This design comes from an exercise in tuning for small area on the open sky130 flow, not from production work. The RTL was checked by simulation tests, not by an equivalence proof against the original design. No activity file was given, so power comes from the tool's default toggle rates.

==> design/flow/design.v <==
module rst_synch(clk, rst_n, RST_n);
  input RST_n, clk;
  output rst_n;
  reg ff1, ff2;
  always_ff @(negedge clk, negedge RST_n)
    if (!RST_n) begin
      ff1 <= 1'b0;
      ff2 <= 1'b0;
    end else begin
      ff1 <= 1'b1;
      ff2 <= ff1;
    end
  assign rst_n = ff2;
endmodule
module mtr_drv(clk, rst_n, lft_duty, rght_duty, DIRL, DIRR, PWML, PWMR);
  input clk, rst_n;
  input [11:0] lft_duty, rght_duty;
  output PWML, PWMR, DIRL, DIRR;
  reg [10:0] cnt;
  reg PWML, PWMR;
  assign DIRR = rght_duty[11];
  assign DIRL = lft_duty[11];
  wire [10:0] abs_rght = DIRR ? ~rght_duty[10:0] : rght_duty[10:0];
  wire [10:0] abs_lft  = DIRL ? ~lft_duty[10:0]  : lft_duty[10:0];
  wire [10:0] cnt_inc;
  wire lt_r, lt_l;
  inc #(11) iCNT(.a(cnt), .s(cnt_inc));
  ltu #(11) iLTR(.a(cnt), .b(abs_rght), .lt(lt_r));
  ltu #(11) iLTL(.a(cnt), .b(abs_lft), .lt(lt_l));
  always_ff @(posedge clk, negedge rst_n)
    if (!rst_n) begin
      cnt  <= 11'h000;
      PWMR <= 1'b0;
      PWML <= 1'b0;
    end else begin
      cnt  <= cnt_inc;
      PWMR <= lt_r;
      PWML <= lt_l;
    end
endmodule
module rca #(parameter W = 8) (input [W-1:0] a, input [W-1:0] b, input ci, output [W-1:0] s, output co);
  wire [W:0] c;
  assign c[0] = ci;
  genvar i;
  generate
    for (i = 0; i < W; i = i + 1) begin : bit_
      assign s[i] = a[i] ^ b[i] ^ c[i];
      assign c[i+1] = (a[i] & b[i]) | (a[i] & c[i]) | (b[i] & c[i]);
    end
  endgenerate
  assign co = c[W];
endmodule
module inc #(parameter W = 8) (input [W-1:0] a, output [W-1:0] s);
  wire [W:0] c;
  assign c[0] = 1'b1;
  genvar i;
  generate
    for (i = 0; i < W; i = i + 1) begin : bit_
      assign s[i] = a[i] ^ c[i];
      assign c[i+1] = a[i] & c[i];
    end
  endgenerate
endmodule
module ltu #(parameter W = 8) (input [W-1:0] a, input [W-1:0] b, output lt);
  wire [W:0] c;
  assign c[0] = 1'b0;
  genvar i;
  generate
    for (i = 0; i < W; i = i + 1) begin : bit_
      assign c[i+1] = (~a[i] & b[i]) | (~a[i] & c[i]) | (b[i] & c[i]);
    end
  endgenerate
  assign lt = c[W];
endmodule
module csa #(parameter W = 8) (input [W-1:0] a, input [W-1:0] b, input [W-1:0] c, output [W-1:0] s, output [W-1:0] cy);
  assign s = a ^ b ^ c;
  wire [W-1:0] m = (a & b) | (a & c) | (b & c);
  assign cy = {m[W-2:0], 1'b0};
endmodule
module IR_intf(clk, rst_n, MISO, SS_n, SCLK, MOSI, IR_en, line_present, error, err_vld);
  input clk, rst_n, MISO;
  output SS_n, SCLK, MOSI, IR_en;
  output reg line_present;
  output reg [15:0] error;
  output err_vld;
  localparam [2:0] IDLE = 3'd0, WAIT_TMR = 3'd1, SETTLE = 3'd2, START = 3'd3, CONV = 3'd4;
  reg [2:0] state;
  reg [13:0] tmr;		 
  reg [2:0] chnnl;
  reg [11:0] sh;		 
  reg flag;			 
  reg acc;			 
  reg [11:0] ring [0:6];
  wire s_idle   = (state == IDLE);
  wire s_wait   = (state == WAIT_TMR);
  wire s_settle = (state == SETTLE);
  wire s_start  = (state == START);
  wire s_conv   = (state == CONV);
  wire gap   = ~tmr[9] & ~tmr[8];
  wire xfer  = s_conv & ~gap;
  wire w2    = s_conv & gap & tmr[0] & ~tmr[11];	 
  wire cmplt = s_conv & gap & tmr[0] & tmr[11];	 
  wire last  = &chnnl;
  wire ir_vld = cmplt & last;
  wire smpl  = xfer & (tmr[4:0] == 5'b01111);
  assign SS_n = ~xfer;
  assign SCLK = ~xfer | tmr[4];
  assign MOSI = ((tmr[8:5] == 4'd2) & chnnl[2]) | ((tmr[8:5] == 4'd3) & chnnl[1]) | ((tmr[8:5] == 4'd4) & chnnl[0]);
  assign IR_en = s_settle | s_start | (s_conv & ~ir_vld);
  always_ff @(posedge clk, negedge rst_n)
    if (!rst_n)
      state <= IDLE;
    else case (state)
      IDLE:     state <= WAIT_TMR;
      WAIT_TMR: if (&tmr) state <= SETTLE;
      SETTLE:   if (&tmr[10:0]) state <= START;
      START:    state <= CONV;
      CONV:     if (cmplt) state <= last ? IDLE : START;
      default:  state <= IDLE;
    endcase
  wire [13:0] tmr_inc;
  inc #(14) iTMR(.a(tmr), .s(tmr_inc));
  always_ff @(posedge clk)
    if (s_idle)
      tmr <= 14'h0000;
    else if (s_start)
      tmr <= 14'h01F7;
    else if (w2)
      tmr <= 14'h05F7;
    else
      tmr <= tmr_inc;
  always_ff @(posedge clk)
    if (s_settle)
      chnnl <= 3'b000;
    else if (cmplt)
      chnnl <= {chnnl[2] ^ (chnnl[1] & chnnl[0]), chnnl[1] ^ chnnl[0], ~chnnl[0]};
  always_ff @(posedge clk)
    if (smpl)
      sh <= {sh[10:0], ~MISO};
  wire gt = (|sh[11:7]) | (sh[6] & (|sh[5:0]));
  always_ff @(posedge clk, negedge rst_n)
    if (!rst_n)
      flag <= 1'b0;
    else if (cmplt)
      flag <= gt | (flag & ~last);
  always_ff @(posedge clk, negedge rst_n)
    if (!rst_n)
      line_present <= 1'b0;
    else if (ir_vld)
      line_present <= flag;
  wire [2:0] selp = {tmr[3] ^ (tmr[2] & tmr[1]), tmr[2] ^ tmr[1], ~tmr[1]};
  wire [2:0] sel = s_idle ? 3'd0 : selp;
  wire en = acc & (s_idle | (s_wait & tmr[0]));
  assign err_vld = acc & s_wait & (tmr[3:1] == 3'b111);
  wire sub = sel[0];
  always_ff @(posedge clk, negedge rst_n)
    if (!rst_n)
      acc <= 1'b0;
    else if (ir_vld)
      acc <= 1'b1;
    else if (err_vld)
      acc <= 1'b0;
  wire wr = s_start & (chnnl != 3'd0);
  wire use_sh = wr | (acc & (sel == 3'd7));
  wire [11:0] x = use_sh ? sh : ring[0];
  always_ff @(posedge clk) begin
    ring[0] <= ring[1]; ring[1] <= ring[2]; ring[2] <= ring[3];
    ring[3] <= ring[4]; ring[4] <= ring[5]; ring[5] <= ring[6];
    ring[6] <= x;
  end
  reg [14:0] xs;
  always_comb
    case (sel[2:1])
      2'd0: xs = {3'b000, x};
      2'd1: xs = {2'b00, x, 1'b0};
      2'd2: xs = {1'b0, x, 2'b00};
      default: xs = {x, 3'b000};
    endcase
  wire [15:0] op = {1'b0, xs} ^ {16{sub}};
  wire [15:0] err_nxt;
  wire err_co;
  rca #(16) iACC(.a(error), .b(op), .ci(sub), .s(err_nxt), .co(err_co));
  always_ff @(posedge clk)
    if (ir_vld)
      error <= 16'h0000;
    else if (en)
      error <= err_nxt;
endmodule
module PID(lft_speed, rght_speed, moving, err_sat, err_vld, go, line_present, clk, rst_n);
	output [11:0] lft_speed;
	output [11:0] rght_speed;
	output wire moving;
	input [10:0] err_sat;	 
	input err_vld, go, line_present;
	input clk, rst_n;
	reg [4:0] frwrd;
	wire [4:0] frwrd_inc;
	inc #(5) iFRW(.a(frwrd), .s(frwrd_inc));
	always_ff @(posedge clk)
		if (!go)
			frwrd <= 5'h00;
		else if (err_vld && ~&frwrd[4:3])
			frwrd <= frwrd_inc;
	assign moving = frwrd[4] | frwrd[3] | (frwrd[2] & (frwrd[1] | frwrd[0]));
	reg [10:0] err_sat_flopped, prev_err;
	always_ff @(posedge clk)
		if (err_vld) begin
			err_sat_flopped <= err_sat;
			prev_err <= err_sat_flopped;
		end
	wire [10:0] D_diff;
	wire d_co;
	rca #(11) iDD(.a(err_sat), .b(~prev_err), .ci(1'b1), .s(D_diff), .co(d_co));
	wire [7:0] D_diff_sat = (!D_diff[10] && |D_diff[9:7]) ? 8'h7f :
	                        (D_diff[10] && ~&D_diff[9:7]) ? 8'h80 :
	                        D_diff[7:0];
	reg [15:0] integrator;
	reg prev_line;
	wire [15:0] ext_err_sat = {{5{err_sat[10]}}, err_sat};
	wire [15:0] temp_sum;
	wire i_co;
	rca #(16) iINT(.a(integrator), .b(ext_err_sat), .ci(1'b0), .s(temp_sum), .co(i_co));
	wire overflow = (ext_err_sat[15] == integrator[15]) && (ext_err_sat[15] != temp_sum[15]);
	wire res_sel = (~prev_line & line_present) | ~go | ~moving;
	always_ff @(posedge clk) begin
		prev_line <= line_present;
		if (res_sel)
			integrator <= 16'h0000;
		else if (err_vld && !overflow)
			integrator <= temp_sum;
	end
	wire [14:0] e15 = {{4{err_sat[10]}}, err_sat};
	wire [14:0] I_term = {{5{integrator[15]}}, integrator[15:6]};
	wire [14:0] u_s, u_c, u;
	wire u_co;
	csa #(15) iU1(.a({e15[12:0], 2'b00}), .b({e15[13:0], 1'b0}), .c(I_term), .s(u_s), .cy(u_c));
	rca #(15) iU2(.a(u_s), .b(u_c), .ci(1'b0), .s(u), .co(u_co));
	wire [11:0] d12 = {{4{D_diff_sat[7]}}, D_diff_sat};
	wire [11:0] d7, PID_s;
	wire c1, c2;
	rca #(12) iD7(.a({d12[8:0], 3'b000}), .b(~d12), .ci(1'b1), .s(d7), .co(c1));
	rca #(12) iV2(.a(u[14:3]), .b(d7), .ci(1'b0), .s(PID_s), .co(c2));
	reg [11:0] PID_q;
	always_ff @(posedge clk)
		PID_q <= PID_s;
	wire [11:0] PID = go ? PID_q : 12'h000;
	wire [11:0] F = {2'b00, frwrd, 5'b00000};
	wire [11:0] PIDm = moving ? PID : 12'h000;
	wire l_co, r_co;
	rca #(12) iL(.a(F), .b(PIDm), .ci(1'b0), .s(lft_speed), .co(l_co));
	rca #(12) iR(.a(F), .b(~PIDm), .ci(1'b1), .s(rght_speed), .co(r_co));
endmodule
module cmd_proc(clk,rst_n,BMPL_n,BMPR_n,go,err_opn_lp,line_present,buzz,RX);
input clk,rst_n,BMPL_n,BMPR_n,RX,line_present;
output logic go;
output logic buzz;
output logic [10:0] err_opn_lp;
reg [12:0] baud_cnt;
reg [3:0] bit_cnt;
reg [7:0] rx_data;
reg RX_meta, RX_stable, RX_prev;
reg rx_busy;
reg rx_rdy;
wire rx_start = ~rx_busy & ~RX_stable & RX_prev;
wire rx_shift = &baud_cnt;
wire rx_done = rx_busy & (bit_cnt == 4'h9);
always_ff @(posedge clk) begin
	RX_meta <= RX;
	RX_stable <= RX_meta;
	RX_prev <= RX_stable;
end
localparam [12:0] BAUD_SEED = 13'h1475;
always_ff @(posedge clk)
	if (rx_start | rx_shift)
		baud_cnt <= BAUD_SEED;
	else
		baud_cnt <= {baud_cnt[11:0], baud_cnt[12] ^ baud_cnt[11] ^ baud_cnt[10] ^ baud_cnt[7]};
always_ff @(posedge clk)
	if (rx_start)
		bit_cnt <= 4'h0;
	else if (rx_shift)
		bit_cnt <= {bit_cnt[3] ^ (&bit_cnt[2:0]), bit_cnt[2] ^ (&bit_cnt[1:0]), bit_cnt[1] ^ bit_cnt[0], ~bit_cnt[0]};
always_ff @(posedge clk)
	if (rx_shift & ~bit_cnt[3])
		rx_data <= {RX_stable, rx_data[7:1]};
always_ff @(posedge clk, negedge rst_n)
	if (!rst_n)
		rx_busy <= 1'b0;
	else if (rx_start)
		rx_busy <= 1'b1;
	else if (rx_done)
		rx_busy <= 1'b0;
always_ff @(posedge clk)
	rx_rdy <= rx_done;
reg [15:0] cmd;
reg byte2;
reg cmd_rdy;
logic cap_cmd;
always_ff @(posedge clk)
	if (rx_rdy)
		cmd <= {cmd[7:0], rx_data};
always_ff @(posedge clk, negedge rst_n)
	if (!rst_n)
		byte2 <= 1'b0;
	else if (rx_rdy)
		byte2 <= ~byte2;
always_ff @(posedge clk, negedge rst_n)
	if (!rst_n)
		cmd_rdy <= 1'b0;
	else if (cap_cmd)
		cmd_rdy <= 1'b0;
	else if (rx_rdy & byte2)
		cmd_rdy <= 1'b1;
localparam [2:0] IDLE = 3'd0, READY = 3'd1, VEER = 3'd2, LP1 = 3'd3, LP2 = 3'd4, RST_LP = 3'd5, BUZZ = 3'd6;
reg [2:0] state;
reg [15:0] cmd_shft_reg;
reg last_veer_right;
reg [20:0] tmr;
reg [14:0] buzz_cntr;
logic nxt_cmd, en_buzz, rst_tmr;
logic [2:0] next_state;
wire bump = ~BMPL_n | ~BMPR_n;
localparam [20:0] TMR_SEED1 = 21'h1530aa;
localparam [20:0] TMR_SEED2 = 21'h155400;
wire tmr_done = &tmr;
wire REV_tmr1 = tmr_done;
wire REV_tmr2 = tmr_done;
wire csr_hold = ~cap_cmd & ~nxt_cmd;
wire csr_shft = ~cap_cmd & nxt_cmd;
always_ff @(posedge clk)
	cmd_shft_reg <= ({16{cap_cmd}} & cmd) | ({16{csr_shft}} & {2'b00, cmd_shft_reg[15:2]}) | ({16{csr_hold}} & cmd_shft_reg);
always_ff @(posedge clk, negedge rst_n)
	if (!rst_n)
		last_veer_right <= 1'b0;
	else if (nxt_cmd)
		last_veer_right <= cmd_shft_reg[0];
always_ff @(posedge clk)
	if (rst_tmr)
		tmr <= (state == LP1) ? TMR_SEED2 : TMR_SEED1;
	else
		tmr <= {tmr[19:0], tmr[20] ^ tmr[18]};
wire [14:0] buzz_c, buzz_nxt;
assign buzz_c[0] = en_buzz;
assign buzz_nxt[0] = buzz_cntr[0] ^ en_buzz;
genvar gi;
generate
	for (gi = 1; gi < 15; gi = gi + 1) begin : bz
		assign buzz_c[gi] = buzz_c[gi-1] & buzz_cntr[gi-1];
		assign buzz_nxt[gi] = buzz_cntr[gi] ^ buzz_c[gi];
	end
endgenerate
always_ff @(posedge clk, negedge rst_n)
	if (!rst_n)
		buzz_cntr <= 15'h0000;
	else
		buzz_cntr <= buzz_nxt;
assign buzz = buzz_cntr[14];
always_ff @(posedge clk, negedge rst_n)
	if (!rst_n)
		state <= IDLE;
	else
		state <= next_state;
always_comb begin
	next_state = state;
	nxt_cmd = 0;
	cap_cmd = 0;
	err_opn_lp = 11'h000;
	go = 0;
	rst_tmr = 0;
	en_buzz = 0;
	case (state)
	IDLE: if (cmd_rdy && line_present) begin
			next_state = READY;
			cap_cmd = 1;
			go = 1;
		end
	READY: begin
		rst_tmr = 1;
		if (line_present) begin
			if (bump) begin
				en_buzz = 1;
				next_state = BUZZ;
			end else
				go = 1;
		end else if (cmd_shft_reg[1:0] == 2'b11)
			next_state = LP1;
		else if (|cmd_shft_reg[1:0]) begin
			go = 1;
			next_state = VEER;
		end else
			next_state = IDLE;
	end
	VEER: begin
		go = 1;
		err_opn_lp = cmd_shft_reg[0] ? 11'h340 : 11'h4c0;
		if (line_present) begin
			nxt_cmd = 1;
			next_state = READY;
		end
	end
	LP1: if (!REV_tmr1) begin
			go = 1;
			err_opn_lp = last_veer_right ? 11'h1e0 : 11'h620;
		end else begin
			rst_tmr = 1;
			next_state = LP2;
		end
	LP2: begin
		go = 1;
		if (!REV_tmr2)
			err_opn_lp = last_veer_right ? 11'h480 : 11'h380;
		else
			next_state = RST_LP;
	end
	RST_LP: begin
		go = 1;
		if (line_present) begin
			nxt_cmd = 1;
			next_state = READY;
		end
	end
	BUZZ: if (bump)
			en_buzz = 1;
		else
			next_state = READY;
	default: next_state = IDLE;
	endcase
end
endmodule
module MazeRunner(clk,RST_n,SS_n,MOSI,MISO,SCLK,PWMR,PWML,
                  DIRR,DIRL,IR_EN,BMPL_n,BMPR_n,buzz,
				  buzz_n,RX,LED);
  input clk;		 
  input RST_n;		 
  output SS_n;		 
  output MOSI;		 
  output SCLK;		 
  input MISO;		 
  output PWMR;		 
  output PWML;		 
  output DIRR;		 
  output DIRL;		 
  output IR_EN;		 
  input BMPL_n;		 
  input BMPR_n;		 
  output buzz;		 
  output buzz_n;
  input RX;			 
  output [7:0] LED;	 
  wire rst_n;
  wire line_present, err_vld, go, moving;
  wire [15:0] err_raw;
  wire [10:0] err_opn_lp;
  wire [11:0] lft_spd, rght_spd;
  rst_synch iRST(.clk(clk), .RST_n(RST_n), .rst_n(rst_n));
  mtr_drv iDRV(.clk(clk), .rst_n(rst_n), .lft_duty(lft_spd), .rght_duty(rght_spd),
               .DIRL(DIRL), .DIRR(DIRR), .PWML(PWML), .PWMR(PWMR));
  IR_intf iINTF(.clk(clk), .rst_n(rst_n), .MISO(MISO), .SS_n(SS_n), .SCLK(SCLK), .MOSI(MOSI),
                .IR_en(IR_EN), .line_present(line_present), .error(err_raw), .err_vld(err_vld));
  cmd_proc iCMDPROC(.clk(clk), .rst_n(rst_n), .BMPL_n(BMPL_n), .BMPR_n(BMPR_n), .go(go),
                    .err_opn_lp(err_opn_lp), .line_present(line_present), .buzz(buzz), .RX(RX));
  assign buzz_n = ~buzz;
  wire [10:0] raw_sat = (!err_raw[15] && |err_raw[14:10]) ? 11'h3ff :
                        (err_raw[15] && ~&err_raw[14:10]) ? 11'h400 :
                        err_raw[10:0];
  wire [10:0] err_sat = line_present ? raw_sat : err_opn_lp;
  PID iPID(.clk(clk), .rst_n(rst_n), .lft_speed(lft_spd), .rght_speed(rght_spd), .moving(moving),
           .err_sat(err_sat), .err_vld(err_vld), .go(go), .line_present(line_present));
  assign LED = 8'h00;
endmodule
==> design/flow/flow/run.sh <==
#!/bin/bash
# Layout flow: the standard ORFS flow (standard.sh) with these changes:
#  - synthesis is the standard one except for its final ABC mapping, which uses an
#    area-oriented script (flow/abc_area.script); registers are not touched by ABC
#  - after synthesis, adder cells with an unused output are swapped for the smaller
#    cell of the same function on the used output (flow/shrink_adders.py)
#  - ports are buffered with sky130_fd_sc_hd__buf_1
#  - clock tree synthesis uses clusters of up to 30 sinks and inserts no dummy loads
# Every tool's output goes to a log in this folder (ORFS's own logs are under orfs/logs).
set -euo pipefail
W=$(pwd)
rm -rf "$W/scripts_area"
cp -r "$FLOW_HOME/scripts" "$W/scripts_area"
cp "$W/flow/abc_area.script" "$W/scripts_area/abc_area.script"
RES="$W/orfs/results/sky130hd/MazeRunner/base"
ARGS=(
  SCRIPTS_DIR="$W/scripts_area"
  SKIP_REPAIR_TIE_FANOUT=1
  RECOVER_POWER=100
  "BUFFER_PORTS_ARGS=-buffer_cell sky130_fd_sc_hd__buf_1"
  "CTS_ARGS=-sink_clustering_enable -repair_clock_nets -sink_clustering_size 30 -sink_clustering_max_diameter 100 -buf_list sky130_fd_sc_hd__clkbuf_16 -dont_use_dummy_load"
)
bash standard.sh "${ARGS[@]}" "$RES/1_2_yosys.v" > synth_make.log 2>&1
cp "$RES/1_2_yosys.v" "$W/1_2_yosys_before_shrink.v.txt"
python3 "$W/flow/shrink_adders.py" "$RES/1_2_yosys.v" > shrink_adders.log 2>&1
bash standard.sh "${ARGS[@]}" finish > flow_make.log 2>&1
==> design/flow/flow/abc_area.script <==
strash
dch -f
amap
strash
dch -f
amap
topo
stime -c
==> design/flow/flow/shrink_adders.py <==
#!/usr/bin/env python3
"""Replace adder cells that have an unused output with a smaller cell of the
same function on the used output:
  fa_1 with SUM unused  -> maj3_1 (X = majority(A, B, CIN))
  ha_1 with COUT unused -> xor2_1 (X = A ^ B)
  ha_1 with SUM unused  -> and2_1 (X = A & B)
Usage: shrink_adders.py netlist.v  (rewrites the file in place)"""
import re, sys, collections

path = sys.argv[1]
text = open(path).read()
inst_re = re.compile(r'(sky130_fd_sc_hd__\w+)\s+(\\\S+\s|\S+)\s*\((.*?)\);', re.S)
pin_re = re.compile(r'\.(\w+)\(\s*(.*?)\s*\)(?=\s*[,)]|\s*$)', re.S)

def pins(body):
    return [(p, n.strip()) for p, n in pin_re.findall(body)]

OUTS = {'X', 'Y', 'Q', 'Q_N', 'SUM', 'COUT', 'HI', 'LO'}
uses = collections.Counter()
insts = list(inst_re.finditer(text))
for m in insts:
    for p, n in pins(m.group(3)):
        if p not in OUTS and n:
            uses[n] += 1
# nets read outside cell instances (assigns, ports)
rest = inst_re.sub('', text)
for stmt in re.findall(r'^\s*(?:assign|output)\b.*?;', rest, re.M | re.S):
    for tok in re.findall(r'(\\\S+|[A-Za-z_][\w$]*(?:\[\d+\])?)', stmt):
        uses[tok.strip()] += 1
    for tok in re.findall(r'output\s+(?:\[(\d+):(\d+)\]\s*)?(\w+)', stmt):
        hi, lo, nm = tok
        if hi:
            for i in range(int(lo), int(hi) + 1):
                uses['%s[%d]' % (nm, i)] += 1

def fmt(n):
    # escaped identifiers need a terminating space
    return n + ' ' if n.startswith('\\') else n

def used(n):
    return bool(n) and uses[n] > 0

out = []
last = 0
counts = collections.Counter()
for m in insts:
    cell, name, body = m.group(1), m.group(2), m.group(3)
    pm = dict(pins(body))
    new = None
    if cell == 'sky130_fd_sc_hd__fa_1' and not used(pm.get('SUM', '')) and used(pm.get('COUT', '')):
        new = 'sky130_fd_sc_hd__maj3_1 %s (.A(%s), .B(%s), .C(%s), .X(%s));' % (fmt(name.strip()), fmt(pm['A']), fmt(pm['B']), fmt(pm['CIN']), fmt(pm['COUT']))
    elif cell == 'sky130_fd_sc_hd__ha_1' and not used(pm.get('COUT', '')) and used(pm.get('SUM', '')):
        new = 'sky130_fd_sc_hd__xor2_1 %s (.A(%s), .B(%s), .X(%s));' % (fmt(name.strip()), fmt(pm['A']), fmt(pm['B']), fmt(pm['SUM']))
    elif cell == 'sky130_fd_sc_hd__ha_1' and not used(pm.get('SUM', '')) and used(pm.get('COUT', '')):
        new = 'sky130_fd_sc_hd__and2_1 %s (.A(%s), .B(%s), .X(%s));' % (fmt(name.strip()), fmt(pm['A']), fmt(pm['B']), fmt(pm['COUT']))
    if new:
        out.append(text[last:m.start()]); out.append(new); last = m.end()
        counts[cell + ' -> ' + new.split()[0]] += 1
out.append(text[last:])
open(path, 'w').write(''.join(out))
for k, v in sorted(counts.items()):
    print('%4d  %s' % (v, k))
==> design/flow/standard.sh <==
#!/bin/bash
# synth_recipe.tcl (not shown) runs the flow's synth.tcl, then flattens the netlist and writes it again
# the make line also repeats each setting of config.mk as NAME=value (left out here)
make -C /OpenROAD-flow-scripts/flow DESIGN_CONFIG=/design/flow/config.mk WORK_HOME=/design/flow/orfs CLKGATE_MAP_FILE= SYNTH_SCRIPT=/design/flow/synth_recipe.tcl "${@:-finish}"
==> design/flow/config.mk <==
export PLATFORM = sky130hd
export DESIGN_NAME = MazeRunner
export DESIGN_NICKNAME = MazeRunner
export VERILOG_FILES = /design/flow/design.v
export SDC_FILE = /design/flow/constraint.sdc
export NUM_CORES = 4
export LEC_CHECK = 0
export ABC_AREA = 1
export CAP_MARGIN = 10
export CORE_MARGIN = 2
export CORE_UTILIZATION = 55
export PLACE_DENSITY = 0.7
export SLEW_MARGIN = 10
==> design/flow/constraint.sdc <==
create_clock -name core_clock -period 10.0 [get_ports {clk}]
set_input_delay 2.0000 -clock core_clock [delete_from_list [all_inputs] [get_ports {clk}]]
set_output_delay 2.0000 -clock core_clock [all_outputs]
set_load 0.01 [all_outputs]
==> results of run 1 <==
## kinds of logic after synthesis
| group | count (synthesis) | synth area share |
|---|---|---|
| fa+ha+maj | 144 | 0.184 |
| buf+inv | 194 | 0.0580 |
| simple gates | 300 | 0.0989 |
| flops | 310 | 0.536 |
| other cells | 2 | 0.000575 |
| compound gates | 249 | 0.123 |
## routing by layer
metal / wire [um] / global-route usage
met1: 9990 / 0.244
met2: 10300 / 0.309
met3: 631 / 0.0208
met4: 394 / 0.0390
met5: 0 / 0
## area by class of cell
class | count | area [um^2] | area share
timing repair buffer | 44 | 229 | 0.0163
sequential | 310 | 7000 | 0.498
clock buffer | 14 | 350 | 0.0249
inverter | 185 | 696 | 0.0495
multi-input combinational | 695 | 5370 | 0.382
tap | 319 | 399 | 0.0284
## critical path, delay by kind of cell (launching register included)
family          cells  cell delay, ps
fa+ha+maj          20            6710
flops               1             360
simple gates        5             620
compound gates      9            1180
buf+inv             6             540
## stage by stage
step	worst slack [ps]	cell area [um^2]
after floorplan	27.2	13000
after CTS	29.6	14000
final	493	14000
after global placement	163	13600
after global routing	-9.97	14000
after detailed placement	-56.3	13600
## synthesized netlist by cell type
| master | instances |
|---|---|
| o22ai_1 | 21 |
| o22a_1 | 13 |
| a21boi_0 | 1 |
| a22o_1 | 2 |
| a221o_1 | 1 |
| and3_1 | 1 |
| nor2_1 | 146 |
| buf_4 | 8 |
| a221oi_1 | 8 |
| edfxtp_1 | 58 |
| fa_1 | 81 |
| a32oi_1 | 1 |
| a2111oi_0 | 2 |
| nor4_1 | 6 |
| o2111ai_1 | 1 |
| dfrtp_1 | 41 |
| a31oi_1 | 6 |
| a21o_1 | 1 |
| ha_1 | 63 |
| nor3_1 | 11 |
| nand3_1 | 8 |
| or2_0 | 13 |
| o31ai_1 | 2 |
| nand4_1 | 9 |
| a22oi_1 | 7 |
| dfrtn_1 | 2 |
| nand2_1 | 78 |
| a21oi_1 | 66 |
| and2_0 | 2 |
| dfxtp_1 | 209 |
| conb_1 | 2 |
| clkinv_1 | 185 |
| or3_1 | 4 |
| a211oi_1 | 12 |
| a2bb2o_1 | 1 |
| o21a_1 | 7 |
| a222oi_1 | 14 |
| o21ai_0 | 65 |
| nor2b_1 | 22 |
| a311oi_1 | 2 |
| o21bai_1 | 2 |
| o221ai_1 | 11 |
| buf_1 | 1 |
| o32ai_1 | 3 |
## power by group through the flow
stage / combinational (mW) / sequential, mW / clock, mW
5_1_grt: 0.0436 / 1.32 / 0.676
4_1_cts: 0.0387 / 1.32 / 0.631
3_3_place_gp: 0.0371 / 1.34 / 0
6_report: 0.0374 / 1.32 / 0.605
3_5_place_dp: 0.0385 / 1.34 / 0
2_1_floorplan: 0.0321 / 1.34 / 0
## worst max path at each step
stage | startpoint | to | depth (start not counted)
after floorplan | iINTF.error[10] | iPID.PID_q[11] | 39
after global placement | iINTF.error[10] | iPID.PID_q[11] | 36
after detailed placement | iINTF.error[10] | iPID.PID_q[11] | 38
after CTS | iINTF.error[10] | iPID.PID_q[11] | 40
after global routing | iINTF.error[14] | iPID.PID_q[11] | 40
final | iINTF.error[14] | iPID.PID_q[11] | 40
## what timing repair did
item | CTS | global route
resized for setup | 4 | 21
hold buffers | 0 | 0
pin swaps | 0 | 8
buffers inserted | 0 | 2
setup endpoints to repair | 2 | 3
==> flow_summary.yaml, run 1 <==
run_status:
  status: "complete, but fails checks"
  so_faults: "max-capacitance violations, max-slew violations"
sta:
  clock.fmax_ghz: 0.105
  skew_ps: 73.5
  period_share: 0.951
  hold-worst-slack_ps: 274
  tightest_slew_ps: 2220
  slew_headroom: -0.477
  setup_viol: 0
  post-route-min-period_ps: 9510
  fin_tns_setup_ps: 0
  drv_slew: 42
  hold_viol: 0
power:
  power_density_nw_per_um2: 139
  internal_power_mw: 1.57
  power.leakage_nw: 5.40
  clkPwrFrac: 0.309
  pwr-share-comb: 0.019
  p_total_mw: 1.96
  switchingPower_uw: 387
  ir_drop_v: 0.000149
  swShare: 0.198
  p_seq_frac: 0.672
synth:
  synth_area_per_cell_um2: 10.9
  netlist_instances: 1199
  ys_area_um2: 13100
  yosys_register_bits: 310
  synth_top_area_share: 0.320
  synth_area_leaders: "dfxtp_1, edfxtp_1, fa_1, dfrtp_1, ha_1"
  yosysSeqAreaShare: 0.536
  yosysTopAreaCell: "dfxtp_1"
  synth_area_um2: 13000
  synth_cell_type_count: 44
  yosysWarnings: 6
critical_path:
  crit_path_end_kind: "flop"
  r2r_cells: 40
  startpoint_type: "flop"
  crit_fanout: 4
  path_class: "reg -> reg"
  worstPathArrival_ps: 9930
  r2r_slack_ps: 490
  cp_slowest_cell: "fa_1"
  path_common_cell: "fa_1"
  worstReg2RegEnd: "iPID.PID_q[11]"
  required_ps: 10430
  regToRegStartpoint: "iINTF.error[14]"
  cpPeakStageDelay_ps: 430
detailed_routing:
  drtIter0Drc: 440
  drt-pass1-iter-count: 6
  via_per_inst: 5.15
  drcViolationCount: 0
  via_count: 8071
  ant_nets: 0
  finalWirelength_mm: 21.3
  wl_per_cell_um: 13.6
clocking:
  clkSinkCount: 310
  numCtsBuffers: 14
  clk_latency_ps: 500
  cts_root_buf: "clkbuf_16"
  cts_htree_levels: 1
  path_clk_slew_ps: 110
  cts_tree: "yes"
  clk_path_buf_depth: 3
placement:
  gp_congestion: 0.820
  port_buffers: 15
  placed_cells: 1551
  hpwlAfterDp_mm: 15.8
cells_and_area:
  largestRegisters: "iINTF.ring x84, iCMDPROC.tmr x21"
  nets: 1395
  drive_above_1_share: 0.0409
  finalNonFillerCells: 1567
  largest_register_ffs: 84
  n_fill_cell: 1953
  layout_commonest_cell: "dfxtp_1"
  area_delta_synth_final_pct: 7.72
  final_cell_mix: "dfxtp_1, clkinv_1, nor2_1"
  final_util: 0.600
  antenna_cells: 0
  top_register: "iINTF.ring"
floorplan:
  boundaryPins: 24
  num_rows: 56
  fp.dieArea_um2: 25000
  die_w_um: 158
  die_h_um: 158
  core_um2: 23400
  start_util: 0.557
grt:
  grt_pass1_vias: 7719
  antenna_found_initial: 0
  grt_max_degree: 42
  grt_pass1_wl_mm: 36.6
  overflow: 0
  track_usage: 0.179
job:
  maxCapViolCount: 1
hold_path:
  hold_depth: 0
  hold_end: "iINTF.ring[4][9]"
  min_from: "iINTF.ring[5][9]"
  hold_path_class: "reg -> reg"
==> run 2, diff against run 1 <==
--- a/design/flow/flow/run.sh
+++ b/design/flow/flow/run.sh
@@ -15,8 +15,6 @@
 RES="$W/orfs/results/sky130hd/MazeRunner/base"
 ARGS=(
   SCRIPTS_DIR="$W/scripts_area"
-  SKIP_REPAIR_TIE_FANOUT=1
-  RECOVER_POWER=100
   "BUFFER_PORTS_ARGS=-buffer_cell sky130_fd_sc_hd__buf_1"
   "CTS_ARGS=-sink_clustering_enable -repair_clock_nets -sink_clustering_size 30 -sink_clustering_max_diameter 100 -buf_list sky130_fd_sc_hd__clkbuf_16 -dont_use_dummy_load"
 )
==> run 2 against run 1 <==
Now clean on timing, DRC and antenna. Cell area is 0.46% higher. Cell count is 0.45% higher. Die area stayed put. Global-route usage is 0.24 points higher. First-iteration DRC count is 1.6% lower. Clock power is 0.7% higher. Critical path type unchanged. Non-clock buffer count stayed put. Setup slack better by 20 ps. Synthesized cell count stayed put. Synthesized area stayed put. Total power is 0.24% higher. Sequential share of layout area is 0.22 points lower.
==> flow_summary.yaml, run 2 <==
cells_and_area:
  finalNonFillerCells: 1574
  top_register: "iINTF.ring"
  drive_above_1_share: 0.0534
  antenna_cells: 0
  area_delta_synth_final_pct: 8.22
  final_cell_mix: "dfxtp_1, clkinv_1, nor2_1"
  nets: 1402
  final_cell_area_um2: 14100
  largest_register_ffs: 84
  largestRegisters: "iINTF.ring x84, iCMDPROC.tmr x21"
  layout_commonest_cell: "dfxtp_1"
floorplan:
  fp.dieArea_um2: 25000
  die_w_um: 158
  num_rows: 56
  start_util: 0.557
  boundaryPins: 24
  core_um2: 23400
  die_h_um: 158
grt:
  grt_max_degree: 42
  use_met1: 0.238
  met3_usage: 0.0233
  grt_pass1_vias: 7891
  grt_busiest_layer: "met2"
  grt_use_met2: 0.321
  antenna_found_initial: 0
  grt_pass1_wl_mm: 36.9
  overflow: 0
  track_usage: 0.181
critical_path:
  r2r_cells: 40
  worst-path-buf-inv: 6
  startpoint_type: "flop"
  r2r_slack_ps: 510
  worstReg2RegEnd: "iPID.PID_q[11]"
  path_class: "reg -> reg"
  timing.critical_path.max_delay_family: "adder cells"
  crit_fanout: 6
  regToRegStartpoint: "iINTF.error[10]"
  worstPathArrival_ps: 9920
  crit_path_end_kind: "flop"
  required_ps: 10430
  cp_slowest_cell: "fa_1"
  path_common_cell: "fa_1"
  cpPeakStageDelay_ps: 420
sta:
  post-route-min-period_ps: 9490
  tightest_slew_ps: 1070
  period_share: 0.949
  skew_ps: 50.5
  hold_viol: 0
  fin_ws_ps: 513
  drv_slew: 0
  setup_viol: 0
  clock.fmax_ghz: 0.105
  hold-worst-slack_ps: 297
  slew_headroom: 0.282
  rsz0062_at_grt: "no"
synth:
  netlist_instances: 1199
  synth_common_cells: "dfxtp_1, clkinv_1, nor2_1, fa_1, nand2_1"
  synth_area_um2: 13000
  synth_top_family_by_area: "adder cells"
  synth-edff-count: 58
  synth_cell_type_count: 44
  synth_mux_area_frac: 0
  synth_compound_area_frac: 0.123
  synthAdderAreaFrac: 0.184
  synth_xor_area_frac: 0
  ys_area_um2: 13100
  synth_area_per_cell_um2: 10.9
  synth_simple_gate_area_frac: 0.0989
  synth_top_area_share: 0.320
  yosysWarnings: 6
  synth_most_common_cell: "dfxtp_1"
  yosys_register_bits: 310
  synth_area_leaders: "dfxtp_1, edfxtp_1, fa_1, dfrtp_1, ha_1"
  async_flop_share: 0.139
  yosysTopAreaCell: "dfxtp_1"
  synth_flop_cell: "dfxtp_1"
  yosysSeqAreaShare: 0.536
clocking:
  cts_root_buf: "clkbuf_16"
  clk_latency_ps: 500
  numCtsBuffers: 14
  clkSinkCount: 310
  path_clk_slew_ps: 110
  clk_path_buf_depth: 3
  cts_tree: "yes"
  cts_htree_levels: 1
placement:
  placed_area_um2: 13700
  place_ws_ps: -60.0
  placed_cells: 1558
  hpwlAfterDp_mm: 15.9
  port_buffers: 15
  gp_congestion: 0.844
job:
  maxCapViolCount: 0
hold_path:
  hold_depth: 0
  hold_path_class: "reg -> reg"
  min_from: "iRST.ff1"
  hold_end: "iRST.ff2"
run_status:
  status: "complete, no violations"
power:
  ir_drop_v: 0.000178
  power.leakage_nw: 5.47
  power_density_nw_per_um2: 139
detailed_routing:
  via_per_inst: 5.15
  finalWirelength_mm: 21.3
  ant_nets: 0
  drcViolationCount: 0
  drtIter0Drc: 433
  drt-pass1-iter-count: 7
  wl_per_cell_um: 13.6
  via_count: 8106
run 2: power breakdown:
group,internal [mW],total (mW),switching [mW]
logic,0.0188,0.0390,0.0202
registers,1.30,1.32,0.0165
clock network,0.254,0.609,0.355
run 2: final cells by class:
cell class | instances | area [um^2]
Multi-Input combinational cell | 702 | 5390
Fill cell | 1940 | 9290
Inverter | 185 | 696
Timing Repair Buffer | 44 | 274
Clock buffer | 14 | 350
Tap cell | 319 | 399
Sequential cell | 310 | 7000
run 2: routing by layer:
layer	wire, um	share of wire
met2	10400	0.49
met5	0	0
met3	605	0.028
met4	378	0.018
met1	9960	0.47
run 2: worst reg2reg max path, delay by kind of cell, from the launching register on:
| family | cells | cell delay, ps |
|---|---|---|
| adders and majority gates | 20 | 6590 |
| AOI/OAI and AO/OA | 9 | 1280 |
| and+or+nand+nor | 5 | 620 |
| buffers and inverters | 6 | 580 |
| DFF | 1 | 350 |
run 2: how the worst max path moves through the flow:
stage | startpoint | cells after the start | slack [ps] | endpoint
final | iINTF.error[10] | 40 | 510 | iPID.PID_q[11]
after global routing | iINTF.error[10] | 40 | 10 | iPID.PID_q[11]
after CTS | iINTF.error[10] | 41 | 10 | iPID.PID_q[11]
after detailed placement | iINTF.error[10] | 38 | -60 | iPID.PID_q[11]
after global placement | iINTF.error[10] | 36 | 160 | iPID.PID_q[11]
after floorplan | iINTF.error[10] | 39 | 30 | iPID.PID_q[11]
run 2: logic make-up (layout without fill, tap and decap cells):
group | Yosys count | in the layout
xor+xnor | 0 | 1
other cells | 2 | 9
compound gates | 249 | 249
fa+ha+maj | 144 | 139
buf+inv | 194 | 243
simple gates | 300 | 304
flops | 310 | 310
run 2: what timing repair did:
item	in CTS	in global routing
gates cloned	0	0
pin swaps	2	4
buffers inserted	1	1
endpoints found under the setup margin	2	3
hold buffers	0	0
gates resized for setup	4	24
run 2: stage by stage:
| step | power, mW | TNS [ps] | utilization |
|---|---|---|---|
| 4_1_cts | 1.99 | 0 | 0.600 |
| 5_1_grt | 2.04 | 0 | 0.603 |
| 2_1_floorplan | 1.37 | 0 | - |
| 3_3_place_gp | 1.38 | 0 | 0.584 |
| 6_report | 1.96 | 0 | 0.603 |
| 3_5_place_dp | 1.38 | -60.0 | 0.584 |
==> run 3, diff against run 2 <==
--- a/design/flow/flow/run.sh
+++ b/design/flow/flow/run.sh
@@ -15,10 +15,12 @@
 RES="$W/orfs/results/sky130hd/MazeRunner/base"
 ARGS=(
   SCRIPTS_DIR="$W/scripts_area"
+  SKIP_REPAIR_TIE_FANOUT=1
   "BUFFER_PORTS_ARGS=-buffer_cell sky130_fd_sc_hd__buf_1"
   "CTS_ARGS=-sink_clustering_enable -repair_clock_nets -sink_clustering_size 30 -sink_clustering_max_diameter 100 -buf_list sky130_fd_sc_hd__clkbuf_16 -dont_use_dummy_load"
 )
 bash standard.sh "${ARGS[@]}" "$RES/1_2_yosys.v" > synth_make.log 2>&1
 cp "$RES/1_2_yosys.v" "$W/1_2_yosys_before_shrink.v.txt"
 python3 "$W/flow/shrink_adders.py" "$RES/1_2_yosys.v" > shrink_adders.log 2>&1
+python3 "$W/flow/fa_polarity.py" "$RES/1_2_yosys.v" > fa_polarity.log 2>&1
 bash standard.sh "${ARGS[@]}" finish > flow_make.log 2>&1
==> design/flow/flow/fa_polarity.py (new file) <==
#!/usr/bin/env python3
"""Remove inverters around full adder cells by flipping their polarity.

A full adder is self-dual: fa(~a, ~b, ~c) gives ~sum and ~cout. So a
sky130_fd_sc_hd__fa_1 whose inputs are mostly inverted signals can instead read
the uninverted signals, provided its outputs are inverted for their readers.
This pass flips full adders one at a time, greedily, whenever that lowers the
number of inverter cells, and repeats until no flip helps.
Usage: fa_polarity.py netlist.v   (rewrites the file in place)"""
import re, sys, collections

path = sys.argv[1]
text = open(path).read()
inst_re = re.compile(r'(sky130_fd_sc_hd__\w+)\s+(\\\S+\s|\S+)\s*\((.*?)\);', re.S)
pin_re = re.compile(r'\.(\w+)\(\s*(.*?)\s*\)(?=\s*[,)]|\s*$)', re.S)
INV = ('sky130_fd_sc_hd__inv_1', 'sky130_fd_sc_hd__clkinv_1')
OUTS = {'X', 'Y', 'Q', 'Q_N', 'SUM', 'COUT', 'HI', 'LO'}

head_end = None
cells = []   # dicts: type, name, pins(list of [pin, net])
pieces = []
last = 0
for m in inst_re.finditer(text):
    pieces.append(text[last:m.start()])
    pieces.append(len(cells))
    cells.append({'type': m.group(1), 'name': m.group(2).strip(),
                  'pins': [[p, n.strip()] for p, n in pin_re.findall(m.group(3))]})
    last = m.end()
pieces.append(text[last:])

# nets that are read outside cells (assign / output statements) are fixed
fixed = set()
rest = ''.join(p for p in pieces if isinstance(p, str))
for stmt in re.findall(r'^\s*(?:assign|output)\b.*?;', rest, re.M | re.S):
    for tok in re.findall(r'(\\\S+|[A-Za-z_][\w$]*(?:\[\d+\])?)', stmt):
        fixed.add(tok.strip())
    for hi, lo, nm in re.findall(r'output\s+(?:\[(\d+):(\d+)\]\s*)?(\w+)', stmt):
        if hi:
            for i in range(int(lo), int(hi) + 1):
                fixed.add('%s[%d]' % (nm, i))
        else:
            fixed.add(nm)

def index():
    drv = {}
    rd = collections.defaultdict(list)
    for i, c in enumerate(cells):
        if c is None:
            continue
        for k, (p, n) in enumerate(c['pins']):
            if not n:
                continue
            if p in OUTS:
                drv[n] = (i, k)
            else:
                rd[n].append((i, k))
    return drv, rd

counter = [0]
def new_net():
    counter[0] += 1
    return 'fapol_n%d' % counter[0]

def is_inv(i):
    return cells[i] is not None and cells[i]['type'] in INV

def inv_in(i):
    return cells[i]['pins'][[p for p, _ in cells[i]['pins']].index('A')][1]

def inv_out(i):
    return cells[i]['pins'][[p for p, _ in cells[i]['pins']].index('Y')][1]

def evaluate(i, drv, rd):
    """inverter-count change if fa i is flipped (negative is better)"""
    c = cells[i]
    delta = 0
    for p, n in c['pins']:
        if p in ('A', 'B', 'CIN'):
            d = drv.get(n)
            if d and is_inv(d[0]):
                # reads an inverter output: read the inverter's input instead;
                # the inverter goes if this was its only reader
                if len(rd[n]) == 1 and n not in fixed:
                    delta -= 1
            else:
                # needs the complement: reuse an inverter of n if there is one
                if not any(is_inv(j) for j, _ in rd.get(n, [])):
                    delta += 1
        elif p in ('SUM', 'COUT') and n:
            readers = rd.get(n, [])
            if not readers and n not in fixed:
                continue
            invs = [j for j, _ in readers if is_inv(j)]
            others = len(readers) - len(invs)
            delta -= len(invs)
            if others or n in fixed:
                delta += 1
    return delta

def flip(i, drv, rd):
    c = cells[i]
    for pin in c['pins']:
        p, n = pin
        if p in ('A', 'B', 'CIN'):
            d = drv.get(n)
            if d and is_inv(d[0]):
                j = d[0]
                pin[1] = inv_in(j)
                if len(rd[n]) == 1 and n not in fixed:
                    cells[j] = None
            else:
                for j, _ in rd.get(n, []):
                    if is_inv(j):
                        pin[1] = inv_out(j)
                        break
                else:
                    o = new_net()
                    cells.append({'type': 'sky130_fd_sc_hd__clkinv_1', 'name': 'fapol_i%d' % counter[0],
                                  'pins': [['A', n], ['Y', o]]})
                    pieces.insert(-1, len(cells) - 1)
                    pin[1] = o
        elif p in ('SUM', 'COUT') and n:
            readers = rd.get(n, [])
            if not readers and n not in fixed:
                continue
            invs = [j for j, _ in readers if is_inv(j)]
            others = [(j, k) for j, k in readers if not is_inv(j)]
            if others or n in fixed:
                # the fa now drives the complement on a new net; an inverter
                # restores n for the other readers
                m = new_net()
                pin[1] = m
                cells.append({'type': 'sky130_fd_sc_hd__clkinv_1', 'name': 'fapol_i%d' % counter[0],
                              'pins': [['A', m], ['Y', n]]})
                pieces.insert(-1, len(cells) - 1)
                for j in invs:
                    # their readers take the fa output directly
                    on = inv_out(j)
                    for jj, kk in rd.get(on, []):
                        cells[jj]['pins'][kk][1] = m
                    if on in fixed:
                        # keep the net name alive with an assign-free buffer: not expected
                        raise SystemExit('inverter output is a port: ' + on)
                    cells[j] = None
            else:
                # every reader is an inverter: the fa output takes over their nets
                if len(invs) == 1:
                    j = invs[0]
                    pin[1] = inv_out(j)
                    cells[j] = None
                else:
                    m = n
                    for j in invs:
                        on = inv_out(j)
                        if on in fixed:
                            raise SystemExit('inverter output is a port: ' + on)
                        for jj, kk in rd.get(on, []):
                            cells[jj]['pins'][kk][1] = m
                        cells[j] = None

def n_inv():
    return sum(1 for c in cells if c is not None and c['type'] in INV)

start = n_inv()
flips = 0
while True:
    drv, rd = index()
    best = None
    for i, c in enumerate(cells):
        if c is not None and c['type'] == 'sky130_fd_sc_hd__fa_1':
            d = evaluate(i, drv, rd)
            if d < 0 and (best is None or d < best[0]):
                best = (d, i)
    if best is None:
        break
    before = n_inv()
    flip(best[1], drv, rd)
    flips += 1
    if n_inv() >= before:
        raise SystemExit('flip did not help: internal error')

def fmt(n):
    return n + ' ' if n.startswith('\\') else n

out = []
declared = set()
for p in pieces:
    if isinstance(p, str):
        out.append(p)
    else:
        c = cells[p]
        if c is None:
            continue
        out.append('%s %s (%s);' % (c['type'], fmt(c['name']),
                   ', '.join('.%s(%s)' % (pp, fmt(nn)) for pp, nn in c['pins'])))
res = ''.join(out)
# declare the new nets
newnets = sorted(set(re.findall(r'fapol_n\d+', res)))
if newnets:
    res = re.sub(r'(module\s+\w+\s*\([^;]*\);)', lambda m: m.group(1) + '\n' + ''.join('  wire %s;\n' % n for n in newnets), res, count=1)
open(path, 'w').write(res)
print('inverters: %d -> %d after %d full adder flips' % (start, n_inv(), flips))
==> run 3 against run 2 <==
Combinational power decreased by 2%. Global-route usage increased by 0.24 points. Sequential cell count unchanged. Critical path depth decreased by 2. Synthesized cell count decreased by 1.9%. Critical path type unchanged. Critical endpoint unchanged. Largest cell class unchanged.
==> flow_summary.yaml, run 3 <==
synth:
  synth_area_per_cell_um2: 11.0
  synth_area_um2: 13000
  yosysWarnings: 6
  netlist_instances: 1176
job:
  maxCapViolCount: 0
floorplan:
  num_rows: 56
  core_um2: 23300
  die_h_um: 157
  start_util: 0.555
  boundaryPins: 24
  die_w_um: 157
  fp.dieArea_um2: 24800
detailed_routing:
  drtIter0Drc: 433
  finalWirelength_mm: 21.4
  wl_per_cell_um: 13.7
  ant_nets: 0
  via_per_inst: 5.19
  via_count: 8112
  drcViolationCount: 0
  drt-pass1-iter-count: 5
power:
  power.leakage_nw: 5.47
  power_density_nw_per_um2: 139
  p_total_mw: 1.97
  ir_drop_v: 0.000178
sta:
  fin_ws_ps: 464
  period_share: 0.954
  skew_ps: 40.7
  fin_tns_setup_ps: 0
  clock.fmax_ghz: 0.105
  tightest_slew_ps: 1010
  hold_viol: 0
  post-route-min-period_ps: 9540
  setup_viol: 0
  drv_slew: 0
  slew_headroom: 0.327
grt:
  grt_pass1_wl_mm: 37.2
  overflow: 0
  grt_max_degree: 42
  track_usage: 0.183
  grt_pass1_vias: 8137
  antenna_found_initial: 0
clocking:
  hold_buffers: 0
  clkSinkCount: 310
  clk_latency_ps: 500
  cts_tree: "yes"
  numCtsBuffers: 14
  cts_root_buf: "clkbuf_16"
  cts_htree_levels: 1
  clk_path_buf_depth: 3
  path_clk_slew_ps: 110
critical_path:
  worstPathArrival_ps: 9970
  crit_fanout: 3
  startpoint_type: "flop"
  crit_path_end_kind: "flop"
  cp_slowest_cell: "fa_2"
  cpPeakStageDelay_ps: 390
  required_ps: 10440
  path_common_cell: "fa_2"
  path_class: "reg -> reg"
cells_and_area:
  largestRegisters: "iINTF.ring x84, iCMDPROC.tmr x21"
  antenna_cells: 0
  finalNonFillerCells: 1562
  final_cell_mix: "dfxtp_1, clkinv_1, nor2_1"
  layout_commonest_cell: "dfxtp_1"
  area_delta_synth_final_pct: 9.42
  top_register: "iINTF.ring"
  largest_register_ffs: 84
  nets: 1390
  drive_above_1_share: 0.0788
hold_path:
  hold_path_class: "reg -> reg"
placement:
  placed_cells: 1545
  hpwlAfterDp_mm: 15.9
  place_ws_ps: -164
  gp_congestion: 0.823
  port_buffers: 15
run_status:
  status: "complete, no violations"
[run 3: stage by stage]
step | hold slack, ps | cell area, um^2 | util
2_1_floorplan | 292 | 13000 | -
4_1_cts | 305 | 14100 | 0.606
3_5_place_dp | 304 | 13700 | 0.589
5_1_grt | 306 | 14200 | 0.608
3_3_place_gp | 298 | 13700 | 0.589
6_report | 303 | 14200 | 0.608
[run 3: worst max-delay path: cells and delay by family, from the launching register on]
kind | cells | cell delay [ps]
simple gates | 5 | 670
fa+ha+maj | 20 | 6940
flops | 1 | 350
buf+inv | 4 | 310
compound gates | 9 | 1200
[run 3: final cells by class]
type,instances,area [um^2]
Fill cell,1926,9160
Sequential cell,310,7010
Multi-Input combinational cell,695,5400
Inverter,162,609
Timing Repair Buffer,62,409
Tap cell,319,399
Clock buffer,14,350
[run 3: report_power, final]
part | internal, mW | total, mW | switching [mW]
Clock | 0.254 | 0.613 | 0.359
Combinational | 0.0188 | 0.0381 | 0.0193
Sequential | 1.30 | 1.32 | 0.0163
Total | 1.57 | 1.97 | 0.394
[run 3: timing repair]
action                     4_1_cts  5_1_grt
gates resized for setup          7       13
setup endpoints to repair        1        2
pin swaps                        6        8
setup buffers                    2        1
hold endpoints to repair         0        0
[run 3: final timing paths]
check / start / end / slack (ps) / cells past startpoint
max in group asynchronous: RST_n / iRST.ff1 / 3710 / 1
setup / recovery: iINTF.error[14] / iPID.PID_q[11] / 460 / 38
hold reg to reg: iRST.ff1 / iRST.ff2 / 300 / 0
hold / removal: iRST.ff1 / iRST.ff2 / 300 / 0
setup reg to reg: iINTF.error[14] / iPID.PID_q[11] / 460 / 38
min in group asynchronous: iRST.ff2 / iCMDPROC.buzz_cntr[11] / 5390 / 1
[run 3: metal layers]
metal	vias to the layer above	share of wire	GRT usage
met4	0	0.016	0.0446
met3	30	0.028	0.0237
met1	3864	0.47	0.240
li1	4120	-	-
met5	-	0	0
met2	98	0.49	0.324
==> run 4, diff against run 3 <==
--- a/design/flow/config.mk
+++ b/design/flow/config.mk
@@ -9,5 +9,6 @@
 export CAP_MARGIN = 10
 export CORE_MARGIN = 2
 export CORE_UTILIZATION = 55
+export GPL_TIMING_DRIVEN = 0
 export PLACE_DENSITY = 0.7
 export SLEW_MARGIN = 10
==> run 4 against run 3 <==
Global-route usage fell by 0.48 points. Still clean on timing, DRC and antenna. Die area did not move. Non-clock buffer count fell by 19. Core utilization barely moved. Sequential power barely moved. Total power barely moved. Cell count fell by 1.2%. Largest cell class unchanged. Clock power barely moved. Synthesized area did not move. Via count fell by 2.0%. Largest power group unchanged. Hold slack got worse by 16 ps.
==> flow_summary.yaml, run 4 <==
placement:
  gp_congestion: 0.775
  port_buffers: 15
  placed_area_um2: 13600
  hpwlAfterDp_mm: 15.5
cells_and_area:
  nets: 1371
  area_delta_synth_final_pct: 9.41
  final_cell_mix: "dfxtp_1, clkinv_1, nor2_1"
  largest_register_ffs: 84
  antenna_cells: 0
  top_register: "iINTF.ring"
  drive_above_1_share: 0.0752
  largestRegisters: "iINTF.ring x84, iCMDPROC.tmr x21"
  final_cell_area_um2: 14200
  layout_commonest_cell: "dfxtp_1"
  final_util: 0.608
clocking:
  cts_root_buf: "clkbuf_16"
  cts_htree_levels: 1
  numCtsBuffers: 14
  clk_latency_ps: 520
  path_clk_slew_ps: 110
  clk_path_buf_depth: 3
  hold_buffers: 0
  clkSinkCount: 310
  cts_tree: "yes"
grt:
  track_usage: 0.179
  overflow: 0
  grt_pass1_wl_mm: 36.5
  grt_max_degree: 31
  grt_pass1_vias: 7855
  antenna_found_initial: 0
detailed_routing:
  drtIter0Drc: 411
  via_per_inst: 5.15
  wl_per_cell_um: 13.8
  drt-pass1-iter-count: 6
  via_count: 7953
  ant_nets: 0
  finalWirelength_mm: 21.2
  drcViolationCount: 0
sta:
  rsz0062_at_grt: "yes"
  tightest_slew_ps: 1060
  drv_slew: 0
  hold-worst-slack_ps: 287
  setup_viol: 0
  hold_viol: 0
  period_share: 0.979
  fin_tns_setup_ps: 0
  clock.fmax_ghz: 0.102
  slew_headroom: 0.290
  skew_ps: 58.2
  post-route-min-period_ps: 9790
floorplan:
  die_w_um: 157
  start_util: 0.555
  num_rows: 56
  boundaryPins: 24
  die_h_um: 157
  fp.dieArea_um2: 24800
  core_um2: 23300
critical_path:
  crit_path_end_kind: "flop"
  cp_slowest_cell: "fa_2"
  path_class: "reg -> reg"
  required_ps: 10400
  path_common_cell: "fa_2"
  worstPathArrival_ps: 10200
  timing.critical_path.max_delay_family: "adder cells"
  cpPeakStageDelay_ps: 380
  worst-path-buf-inv: 4
  crit_fanout: 4
  startpoint_type: "flop"
power:
  power.leakage_nw: 5.41
  ir_drop_v: 0.000167
  power_density_nw_per_um2: 139
synth:
  synth_area_um2: 13000
  netlist_instances: 1176
  synth_area_per_cell_um2: 11.0
  yosysWarnings: 6
job:
  maxCapViolCount: 0
run_status:
  status: "complete, no violations"
hold_path:
  hold_path_class: "reg -> reg"
[run 4: cell count changes in the layout (fill, tap and decap cells not counted), moves of 3 or more]
cell      previous run  this run
o21ai_4              0         3
o21ai_0             61        55
o21ai_1              0         6
buf_4               47        23
clkinv_1           157       153
clkinv_2             1         5
o21ai_2              4         1
[run 4: through the flow]
step | power [mW] | worst slack, ps | cells
2_1_floorplan | 1.37 | 12.7 | 1176
3_3_place_gp | 1.38 | -665 | 1510
3_5_place_dp | 1.39 | -824 | 1516
4_1_cts | 1.99 | -319 | 1539
5_1_grt | 2.04 | -157 | 1543
6_report | 1.97 | 206 | 1543
[run 4: worst paths after layout]
kind	from	end	slack (ps)	cells past startpoint
hold / removal	iINTF.ring[3][9]	iINTF.ring[2][9]	290	0
setup / recovery	iINTF.error[12]	iPID.PID_q[11]	210	38
max in group asynchronous	RST_n	iRST.ff1	3680	1
min in group asynchronous	iRST.ff2	iCMDPROC.buzz_cntr[7]	5310	0
setup reg to reg	iINTF.error[12]	iPID.PID_q[11]	210	38
hold reg to reg	iINTF.ring[3][9]	iINTF.ring[2][9]	290	0
[run 4: area by class of cell]
type                            count  area (um^2)
Multi-Input combinational cell    695         5510
Sequential cell                   310         7010
Fill cell                        1924         9160
Inverter                          162          617
Tap cell                          319          399
Clock buffer                       14          350
Buffer                              9         63.8
Timing Repair Buffer               34          228
[run 4: what timing repair did]
item	CTS	global route
gates resized for setup	20	19
setup buffers	9	2
pin swaps	5	10
endpoints found under the setup margin	7	4
[run 4: routing by layer]
metal / vias to the layer above / part of all wire / GRT usage
li1: 4097 / - / -
met4: 0 / 0.023 / 0.0437
met1: 3731 / 0.46 / 0.236
met3: 30 / 0.024 / 0.0187
met2: 95 / 0.49 / 0.316
met5: - / 0 / 0
[run 4: power by group]
group | internal [mW] | switching [mW] | leakage [nW]
Sequential | 1.30 | 0.0173 | 2.75
Combinational | 0.0222 | 0.0188 | 2.49
Clock | 0.254 | 0.357 | 0.173
==> run 5, diff against run 4 <==
--- a/design/flow/config.mk
+++ b/design/flow/config.mk
@@ -8,7 +8,6 @@
 export ABC_AREA = 1
 export CAP_MARGIN = 10
 export CORE_MARGIN = 2
-export CORE_UTILIZATION = 55
-export GPL_TIMING_DRIVEN = 0
-export PLACE_DENSITY = 0.7
+export CORE_UTILIZATION = 40
+export PLACE_DENSITY = 0.6
 export SLEW_MARGIN = 10
==> run 5 against run 4 <==
Still clean on timing, DRC and antenna. Cell area grew 1.1%. Non-clock buffer count increased by 19. Largest cell class unchanged. Clock-buffer cell count grew 1. First-iteration DRC count down 11%. Clock power up 4.8%. Critical path type unchanged. Largest power group unchanged.
==> flow_summary.yaml, run 5 <==
clocking:
  cts_tree: "yes"
  path_clk_slew_ps: 110
  numCtsBuffers: 15
  cts_htree_levels: 1
  clk_path_buf_depth: 3
  hold_buffers: 0
  clk_latency_ps: 520
  clkSinkCount: 310
  cts_root_buf: "clkbuf_16"
job:
  maxCapViolCount: 0
grt:
  track_usage: 0.136
  overflow: 0
  grt_pass1_vias: 7850
  grt_max_degree: 42
  antenna_found_initial: 0
  grt_pass1_wl_mm: 37.9
critical_path:
  path_common_cell: "fa_2"
  r2r_slack_ps: 450
  worstPathArrival_ps: 9980
  timing.critical_path.max_delay_family: "adder cells"
  required_ps: 10430
  cp_slowest_cell: "fa_2"
  crit_path_end_kind: "flop"
  path_class: "reg -> reg"
  cpPeakStageDelay_ps: 410
  crit_fanout: 5
  startpoint_type: "flop"
  worst-path-buf-inv: 6
detailed_routing:
  via_per_inst: 4.87
  drtIter0Drc: 364
  ant_nets: 0
  drcViolationCount: 0
  finalWirelength_mm: 22.0
  via_count: 8011
  wl_per_cell_um: 13.4
  drt-pass1-iter-count: 5
sta:
  clock.fmax_ghz: 0.105
  fin_tns_setup_ps: 0
  hold_viol: 0
  setup_viol: 0
  slew_headroom: 0.330
  drv_slew: 0
  rsz0062_at_grt: "no"
  tightest_slew_ps: 1000
  period_share: 0.955
  skew_ps: 71.8
  fin_ws_ps: 454
  post-route-min-period_ps: 9550
power:
  p_total_mw: 1.99
  power.leakage_nw: 5.50
  ir_drop_v: 0.000154
  power_density_nw_per_um2: 139
synth:
  yosysWarnings: 6
  netlist_instances: 1176
  synth_area_per_cell_um2: 11.0
  synth_area_um2: 13000
placement:
  port_buffers: 15
  placed_area_um2: 13800
  hpwlAfterDp_mm: 16.2
  gp_congestion: 0.788
  place_ws_ps: -234
floorplan:
  boundaryPins: 24
  die_h_um: 184
  num_rows: 65
  die_w_um: 184
  start_util: 0.408
  core_um2: 31700
  fp.dieArea_um2: 33800
cells_and_area:
  area_delta_synth_final_pct: 10.6
  drive_above_1_share: 0.0852
  final_cell_mix: "dfxtp_1, clkinv_1, nor2_1"
  top_register: "iINTF.ring"
  antenna_cells: 0
  layout_commonest_cell: "dfxtp_1"
  n_fill_cell: 2933
  final_cell_area_um2: 14300
  largest_register_ffs: 84
  largestRegisters: "iINTF.ring x84, iCMDPROC.tmr x21"
  nets: 1391
hold_path:
  hold_path_class: "reg -> reg"
run_status:
  status: "complete, no violations"
run 5: cell types whose count changed in the layout (fill, tap and decap cells not counted), sizes merged:
cell    change
buf        +20
inv         +1
clkinv      -1
run 5: routing by layer:
metal	part of all wire	vias up	track usage
met4	0.017	0	0.0275
met5	0	-	0
met3	0.026	23	0.0182
li1	-	4121	-
met2	0.46	76	0.231
met1	0.50	3791	0.185
run 5: through the flow:
stage | util | hold WS, ps | instances
after global placement | 0.436 | 301 | 1627
after global routing | 0.452 | 311 | 1646
after floorplan | - | 292 | 1176
after detailed placement | 0.436 | 308 | 1627
after CTS | 0.450 | 309 | 1643
final | 0.452 | 308 | 1646
run 5: power by group:
part | internal (mW) | switching, mW | total [mW] | leakage [nW]
combinational | 0.0188 | 0.0197 | 0.0384 | 2.57
sequential | 1.30 | 0.0159 | 1.32 | 2.75
clock | 0.271 | 0.367 | 0.639 | 0.185
run 5: path summary, 6_finish.rpt:
check,start,endpoint,cells after the start
max in group asynchronous,RST_n,iRST.ff1,1
min reg2reg,iRST.ff1,iRST.ff2,0
max,iINTF.error[14],iPID.PID_q[11],40
max reg2reg,iINTF.error[14],iPID.PID_q[11],40
min,iRST.ff1,iRST.ff2,0
min in group asynchronous,iRST.ff2,iINTF.line_present,1
run 5: worst reg2reg max path: cells and delay by family (launching register included):
family / cells / cell delay, ps
flops: 1 / 350
fa+ha+maj: 20 / 6870
compound gates: 9 / 1150
buf+inv: 6 / 440
simple gates: 5 / 620
run 5: timing repair:
item,in CTS,in global routing
gates resized for setup,11,17
pin swaps,3,9
setup endpoints to repair,1,2
buffers inserted,1,3
run 5: layout make-up:
| class | instances | area, um^2 | share of cell area |
|---|---|---|---|
| flip-flops and latches | 310 | 7010 | 0.489 |
| multi-input cells | 695 | 5430 | 0.379 |
| inverters | 162 | 613 | 0.0428 |
| well taps | 402 | 503 | 0.0351 |
| repair buffers | 62 | 409 | 0.0285 |
| clock buffers | 15 | 375 | 0.0262 |
